Context: an optimization exercise on an open-source flow, tuned for a short achievable clock period and few clock cycles. The choices shown serve that exercise and are no tape-out recipe. The RTL was checked by simulation tests, not by an equivalence proof against the original design. Power is estimated from default activity; no workload was simulated.

==> design.v <==
module DATAPATH_CON_PIPELINE(clk,reset,imem_addr,imem_rdata,dmem_addr,dmem_wdata,dmem_we,dmem_rdata);
input clk;
input reset;
output [31:0] imem_addr;
input  [31:0] imem_rdata;
output [31:0] dmem_addr;
output [31:0] dmem_wdata;
output dmem_we;
input  [31:0] dmem_rdata;
localparam OP_R = 6'b000000, OP_ADDI = 6'b001000, OP_SLTI = 6'b001010, OP_ANDI = 6'b001100,
           OP_ORI = 6'b001101, OP_LUI = 6'b001111, OP_LW = 6'b100011, OP_SW = 6'b101011,
           OP_BEQ = 6'b000100, OP_BNE = 6'b000101, OP_J = 6'b000010;
localparam FN_ADD = 6'b100000, FN_SUB = 6'b100010, FN_AND = 6'b100100, FN_OR = 6'b100101,
           FN_NOR = 6'b100111, FN_SLT = 6'b101010;
reg  [31:0] pc;
reg  [31:0] d_inst;
reg  [31:0] d_pc4;
reg         d_valid;
reg  [31:0] x_a, x_b, x_imm, x_alt;
reg         x_a_reg, x_a_mem, x_a_wb;             
reg         x_b_imm, x_b_reg, x_b_mem, x_b_wb;    
reg         x_t_mem, x_t_wb;                      
reg         x_sub;                                
reg         x_r_sum, x_r_and, x_r_or, x_r_nor, x_r_slt;
reg         x_regwrite, x_load, x_store, x_branch, x_bne, x_pred;
reg  [4:0]  x_dest;
reg  [31:0] m_res, m_sd;
reg         m_regwrite, m_load, m_store;
reg  [4:0]  m_dest;
reg  [31:0] w_res;
reg         w_regwrite;
reg  [4:0]  w_dest;
reg  [31:0] rf [1:31];
assign imem_addr = pc;
wire [31:0] pc4 = pc + 32'd4;
wire [5:0] op = d_inst[31:26];
wire [5:0] fn = d_inst[5:0];
wire [4:0] rs = d_inst[25:21];
wire [4:0] rt = d_inst[20:16];
wire [4:0] rd = d_inst[15:11];
wire [15:0] imm16 = d_inst[15:0];
wire is_r    = (op == OP_R);
wire is_addi = (op == OP_ADDI);
wire is_slti = (op == OP_SLTI);
wire is_andi = (op == OP_ANDI);
wire is_ori  = (op == OP_ORI);
wire is_lui  = (op == OP_LUI);
wire is_lw   = (op == OP_LW);
wire is_sw   = (op == OP_SW);
wire is_beq  = (op == OP_BEQ);
wire is_bne  = (op == OP_BNE);
wire is_j    = (op == OP_J);
wire is_br   = is_beq | is_bne;
wire f_add = is_r & (fn == FN_ADD);
wire f_sub = is_r & (fn == FN_SUB);
wire f_and = is_r & (fn == FN_AND);
wire f_or  = is_r & (fn == FN_OR);
wire f_nor = is_r & (fn == FN_NOR);
wire f_slt = is_r & (fn == FN_SLT);
wire use_rs = ~is_lui & ~is_j;
wire use_rt = is_r | is_sw | is_br;
wire [4:0] dest = is_r ? rd : rt;
wire regwrite = is_r | is_addi | is_slti | is_andi | is_ori | is_lui | is_lw;
wire [31:0] rf_rs = (rs == 5'd0) ? 32'd0 : (w_regwrite && w_dest == rs) ? w_res : rf[rs];
wire [31:0] rf_rt = (rt == 5'd0) ? 32'd0 : (w_regwrite && w_dest == rt) ? w_res : rf[rt];
wire [31:0] sext = {{16{imm16[15]}}, imm16};
wire [31:0] imm_val = is_lui ? {imm16, 16'd0} : (is_andi | is_ori) ? {16'd0, imm16} : sext;
wire rs_x = (rs != 5'd0) && (rs == x_dest);
wire rt_x = (rt != 5'd0) && (rt == x_dest);
wire stall = d_valid & x_load & ((use_rs & rs_x) | (use_rt & rt_x));
wire rs_m = (rs != 5'd0) && (rs == m_dest);
wire rt_m = (rt != 5'd0) && (rt == m_dest);
wire a_mem = x_regwrite & rs_x;
wire a_wb  = ~a_mem & m_regwrite & rs_m;
wire t_mem = x_regwrite & rt_x;
wire t_wb  = ~t_mem & m_regwrite & rt_m;
wire [31:0] br_target = d_pc4 + {sext[29:0], 2'b00};
wire [31:0] j_target  = {d_pc4[31:28], d_inst[25:0], 2'b00};
wire same_src = (rs == rt);
wire pred = (is_bne & ~same_src) | (is_beq & (same_src | imm16[15]));
wire [31:0] opa = ({32{x_a_reg}} & x_a) | ({32{x_a_mem}} & m_res) | ({32{x_a_wb}} & w_res);
wire [31:0] opt = ({32{~x_t_mem & ~x_t_wb}} & x_b) | ({32{x_t_mem}} & m_res) | ({32{x_t_wb}} & w_res);
wire [31:0] opb = ({32{x_b_imm}} & x_imm) | ({32{x_b_reg}} & x_b) | ({32{x_b_mem}} & m_res) | ({32{x_b_wb}} & w_res);
wire [31:0] opb_x = opb ^ {32{x_sub}};
wire [32:0] sum = {1'b0, opa} + {1'b0, opb_x} + {32'd0, x_sub};
wire lt = (opa[31] ^ opb[31]) ? opa[31] : sum[31];
wire [31:0] alu = ({32{x_r_sum}} & sum[31:0]) | ({32{x_r_and}} & (opa & opb)) |
                  ({32{x_r_or}} & (opa | opb)) | ({32{x_r_nor}} & ~(opa | opb)) |
                  {31'd0, x_r_slt & lt};
wire eq = (opa == opt);
wire taken = x_bne ? ~eq : eq;
wire ex_redirect = x_branch & (taken ^ x_pred);
wire id_redirect = d_valid & ~stall & (is_j | (is_br & pred));
wire [31:0] id_target = is_j ? j_target : br_target;
always @(posedge clk) begin
  if (reset) pc <= 32'd0;
  else if (ex_redirect) pc <= x_alt;
  else if (stall) pc <= pc;
  else if (id_redirect) pc <= id_target;
  else pc <= pc4;
  if (reset | ex_redirect | id_redirect) d_valid <= 1'b0;
  else if (!stall) d_valid <= 1'b1;
  if (!stall) begin
    d_inst <= imem_rdata;
    d_pc4  <= pc4;
  end
  x_a     <= rf_rs;
  x_b     <= rf_rt;
  x_imm   <= imm_val;
  x_alt   <= pred ? d_pc4 : br_target;
  x_dest  <= dest;
  x_a_reg <= use_rs & ~a_mem & ~a_wb;
  x_a_mem <= use_rs & a_mem;
  x_a_wb  <= use_rs & a_wb;
  x_b_imm <= ~is_r;
  x_b_reg <= is_r & ~t_mem & ~t_wb;
  x_b_mem <= is_r & t_mem;
  x_b_wb  <= is_r & t_wb;
  x_t_mem <= t_mem;
  x_t_wb  <= t_wb;
  x_sub   <= f_sub | f_slt | is_slti;
  x_r_sum <= f_add | f_sub | is_addi | is_lui | is_lw | is_sw;
  x_r_and <= f_and | is_andi;
  x_r_or  <= f_or | is_ori;
  x_r_nor <= f_nor;
  x_r_slt <= f_slt | is_slti;
  x_bne   <= is_bne;
  x_pred  <= pred;
  if (reset | ex_redirect | stall | ~d_valid) begin
    x_regwrite <= 1'b0;
    x_load     <= 1'b0;
    x_store    <= 1'b0;
    x_branch   <= 1'b0;
  end else begin
    x_regwrite <= regwrite & (dest != 5'd0);
    x_load     <= is_lw;
    x_store    <= is_sw;
    x_branch   <= is_br;
  end
  m_res  <= alu;
  m_sd   <= opt;
  m_dest <= x_dest;
  if (reset) begin
    m_regwrite <= 1'b0;
    m_load     <= 1'b0;
    m_store    <= 1'b0;
  end else begin
    m_regwrite <= x_regwrite;
    m_load     <= x_load;
    m_store    <= x_store;
  end
  w_res  <= m_load ? dmem_rdata : m_res;
  w_dest <= m_dest;
  if (reset) w_regwrite <= 1'b0;
  else w_regwrite <= m_regwrite;
  if (w_regwrite) rf[w_dest] <= w_res;
end
assign dmem_addr  = m_res;
assign dmem_wdata = m_sd;
assign dmem_we    = m_store;
endmodule
==> run.sh <==
#!/bin/bash
# synth_recipe.tcl (not shown) runs the flow's synth.tcl, then flattens the netlist and writes it again
# the make line also repeats each setting of config.mk as NAME=value (left out here)
make -C /OpenROAD-flow-scripts/flow DESIGN_CONFIG=/design/flow/config.mk WORK_HOME=/design/flow/orfs CLKGATE_MAP_FILE= SYNTH_SCRIPT=/design/flow/synth_recipe.tcl finish
==> config.mk <==
export PLATFORM = sky130hd
export DESIGN_NAME = DATAPATH_CON_PIPELINE
export DESIGN_NICKNAME = DATAPATH_CON_PIPELINE
export VERILOG_FILES = /design/flow/design.v
export SDC_FILE = /design/flow/constraint.sdc
export NUM_CORES = 4
export LEC_CHECK = 0
export ABC_CLOCK_PERIOD_IN_PS = 2500
export CAP_MARGIN = 20
export CORE_MARGIN = 2
export CORE_UTILIZATION = 40
export SETUP_SLACK_MARGIN = 4.7
export SLEW_MARGIN = 20
export TNS_END_PERCENT = 100
==> constraint.sdc <==
create_clock -name core_clock -period 7.5 [get_ports {clk}]
set_input_delay 1.5000 -clock core_clock [delete_from_list [all_inputs] [get_ports {clk}]]
set_output_delay 1.5000 -clock core_clock [all_outputs]
set_load 0.01 [all_outputs]
==> summary.txt <==
==> cell type report <==
| type | instances | area [sq um] |
|---|---|---|
| clock inverters | 73 | 732 |
| clock buffers | 194 | 4090 |
| flip-flops and latches | 1353 | 38000 |
| diodes | 6 | 15.0 |
| inverters | 69 | 280 |
| repair inverters | 2 | 20.0 |
| fillers | 13400 | 80900 |
| multi-input cells | 2602 | 27600 |
| repair buffers | 573 | 6570 |
| well taps | 2160 | 2700 |
==> worst paths after layout <==
path            start        to  slack (ns)  depth (start not counted)
min          d_pc4[0]  x_alt[0]        0.37                          0
max reg2reg    x_t_wb    pc[17]        3.78                         12
min reg2reg  d_pc4[0]  x_alt[0]        0.37                          0
max            x_t_wb    pc[17]        3.78                         12
==> logic make-up after synthesis <==
logic type	after synthesis	share of synthesized area, %
and+or+nand+nor	839	6.21
xor gates and xnor gates	147	1.98
muxes	748	21.5
buffers and inverters	394	2.38
adders and majority gates	65	1.27
AOI/OAI and AO/OA	800	8.71
DFF	1353	58.0
==> what timing repair did <==
item | 4_1_cts | 5_1_grt
gates cloned | 31 | 19
pin swaps | 98 | 80
resized for setup | 853 | 175
hold buffers | 0 | 0
buffers inserted | 182 | 79
endpoints found under the setup margin | 441 | 402
endpoints found under the hold margin | 0 | 0
==> placed cells by master, fill, tap and decap left out, types with 28 or more instances in the layout <==
| cell | count |
|---|---|
| ha_1 | 35 |
| xnor2_1 | 77 |
| dfxtp_1 | 194 |
| a21o_1 | 43 |
| buf_2 | 32 |
| mux2_2 | 39 |
| clkdlybuf4s50_1 | 65 |
| buf_4 | 252 |
| inv_1 | 62 |
| buf_16 | 35 |
| clkbuf_16 | 167 |
| a21oi_1 | 104 |
| nor3b_1 | 32 |
| or2_2 | 35 |
| buf_6 | 116 |
| nor2_1 | 219 |
| or3_1 | 47 |
| dfxtp_4 | 80 |
| edfxtp_1 | 1056 |
| mux2i_1 | 195 |
| a222oi_1 | 32 |
| nand3_1 | 54 |
| nor2_4 | 37 |
| nand4_1 | 38 |
| nand2_1 | 210 |
| xor2_1 | 62 |
| clkbuf_1 | 28 |
| nor3_1 | 33 |
| o21ai_0 | 78 |
| a22o_1 | 48 |
| mux4_2 | 512 |
| a211oi_1 | 211 |
| buf_12 | 28 |
| a22oi_1 | 29 |
==> worst reg2reg max path: cells and delay by family, from the launching register on <==
kind | cells | cell delay, ns
xor+xnor | 1 | 0.33
buf+inv | 3 | 0.61
simple gates | 5 | 1.34
compound gates | 3 | 1.07
flops | 1 | 0.32
==> routing by layer <==
| layer | wire [microns] | global-route usage [%] | up-vias |
|---|---|---|---|
| met5 | 0 | 0 | - |
| met3 | 28400 | 6.09 | 477 |
| met1 | 88700 | 37.2 | 23400 |
| met2 | 104000 | 41.1 | 2980 |
| li1 | - | - | 18400 |
| met4 | 8750 | 9.66 | 0 |
==> through the flow <==
step / hold WS [ns] / cells / total power, W
floorplan: 0.348 / 4346 / 0.00967
global route: 0.392 / 7029 / 0.0185
global placement: 0.351 / 6445 / 0.0103
CTS: 0.372 / 6928 / 0.0179
detailed placement: 0.358 / 6448 / 0.0103
finish: 0.370 / 7032 / 0.0180
==> power by group through the flow <==
stage | clock network [W] | registers [W] | logic [W]
6_report | 0.00734 | 0.00845 | 0.00221
5_1_grt | 0.00770 | 0.00845 | 0.00232
2_1_floorplan | 0 | 0.00851 | 0.00116
3_5_place_dp | 0 | 0.00863 | 0.00169
3_3_place_gp | 0 | 0.00863 | 0.00168
4_1_cts | 0.00741 | 0.00844 | 0.00202
==> flow_summary_export.csv <==
group,metric,value,unit
outcome,status,"finished clean",
place,place.gp.congestion,0.938,
timing,tns,0,ns
place,dpl-instance-area,69500,sq um
clocking,clk_latency,0.81,ns
power,cell_internal_pwr,0.0135,W
critical_path,path_class,"register to register",
routing,drc,0,
cells_and_area,drive_gt1_share,34.4,%
timing,fin_crit_sh,49.6,%
timing,final.min_clock_period,3.72,ns
synth,synthFlopType,"edfxtp_1",
timing,slew_headroom,31.1,%
critical_path,cp_data_arrival_time,4.46,ns
synth,async_flop_share,0,%
power,switchingPower,0.00448,W
floorplanning,die-area,166000,sq um
cells_and_area,nets,4877,
timing,finalSetupViolations,0,
cells_and_area,area_delta_synth_final,23.2,%
timing,grt_setup_unrepaired,"yes",
clocking,cts_buffer_depth,3,
timing,skew,0.0295,ns
synth,ys_seq_elements,1353,
critical_path,crit_path_cell_trace,"clkbuf_8 -> a22o_1 -> o21ai_0 -> nand4_1 -> nor4_1 -> nand4_1 -> xnor2_2 -> buf_12 -> nor2_4 -> buf_12 -> or4_1 -> a21oi_2",
synth,yosysUniqueCellTypes,74,
synth,synthesis.nets,4476,
synth,yosysMostFrequentCell,"edfxtp_1",
power,clkPwrFrac,40.8,%
synth,synth_cells,4346,
critical_path,crit_required,8.23,ns
critical_path,startpoint_type,"register",
global_routing,grt_max_degree,71,
critical_path,slowest_stage,"o21ai_0",
timing,tightest_slew,1.03,ns
power,swShare,24.9,%
power,vdd.ir_drop.worst,0.000245,V
routing,routed_wl,230000,microns
synth,yosysWarnings,1,
floorplanning,core_region_area,161000,sq um
cells_and_area,fin_area,80000,sq um
clocking,clk_pin_slew,0.06,ns
run,cap_violations,0,
timing,fmax,0.269,GHz
synth,synth-edff-count,1056,
global_routing,grt_pass1_wl,316000,microns
clocking,cts_tree,"built",
clocking,cts_max_level,4,
routing,routedWlPerCell,32.7,microns
global_routing,grt_overflow_total,0,
place,io_buffers,162,
synth,avgSynthCellArea,14.9,sq um
cells_and_area,largest_register_ffs,992,
floorplanning,start_util,40.4,%
routing,drtAntennaViolNets,0,
critical_path,cp_max_fo,64,
clocking,numCtsBuffers,146,
global_routing,grt_pass1_vias,43100,
floorplanning,rows,147,
timing,final_max_slew_viol_count,0,
critical_path,critPathBufInv,3,
timing,final.setup.worst_slack,3.78,ns
critical_path,end_kind,"register",
synth,syn_area,64900,sq um
synth,yosysSeqAreaShare,58.0,%
cells_and_area,post-route-util,49.7,%
critical_path,slowest_delay,0.55,ns
power,power_frac_seq,46.9,%
floorplanning,die_h,407,microns
global_routing,gr-usage-all-layers,26.7,%
synth,synth_common_cells,"1056 x edfxtp_1, 512 x mux4_2, 297 x dfxtp_1, 257 x nor2_1, 232 x a211oi_1",
routing,drt_pass1_iterations,10,
clocking,clock-sinks,1353,
global_routing,antenna_found_initial,12,
synth,yosys-top-cells-area,"edfxtp_1 49%, mux4_2 18%, dfxtp_1 9.2%, mux2i_1 3.0%, a211oi_1 2.7%",
power,power.leakage,28.2,nW
floorplanning,pin_count,163,
timing,hold_viol,0,
clocking,cts-root-buf,"clkbuf_16",
power,combinationalPowerShare,12.3,%
critical_path,critPathTopFamily,"simple AND/OR/NAND/NOR gates",
floorplanning,die_w,407,microns
place,dpl_worst_slack,2.91,ns
power,cellPowerDensity,225,nW/um^2
synth,yosys.area.top_type,"edfxtp_1",
routing,drt_iter0_markers,6710,
synth,synth.top_cell.area_share,48.8,%
hold_path,hp-class,"register to register",
routing,viasPerCell,6.44,
place,hpwl,120000,microns
routing,vias,45300,
Testbench counts, summed over its fixed seeds: cycles 82,901.

-- afterwards: timing with drivers on the ports --
No port has a modelled driver above. Below, the same layout with a new extraction and two added sets of constraints.
Step 1, drivers: a clkbuf_16 drives clk and a buf_2 each remaining input, both assumed.
Step 2 adds t to the input delays and takes it off the output delays; t is the mean of the earliest and latest rising clock arrival at the registers after step 1. Input paths then give back, and output paths get back, about the clock's delay inside the block.
a / b / c = ideal ports / drivers / drivers and shift; a / b = the first two.
shift t [ns]: 0.879
setup slack, ns: 3.778 / 3.778 / 3.778
latest minus earliest clock arrival (ns): 0.036 / 0.036
worst register clock-pin slew, ns: 0.07 / 0.07
worst slew at a driven data input, ns: 0.13
After both steps setup and hold are still met in this run. For this run, drivers alone change the setup slack by 0.000 ns; drivers and shift together by 0.000 ns.
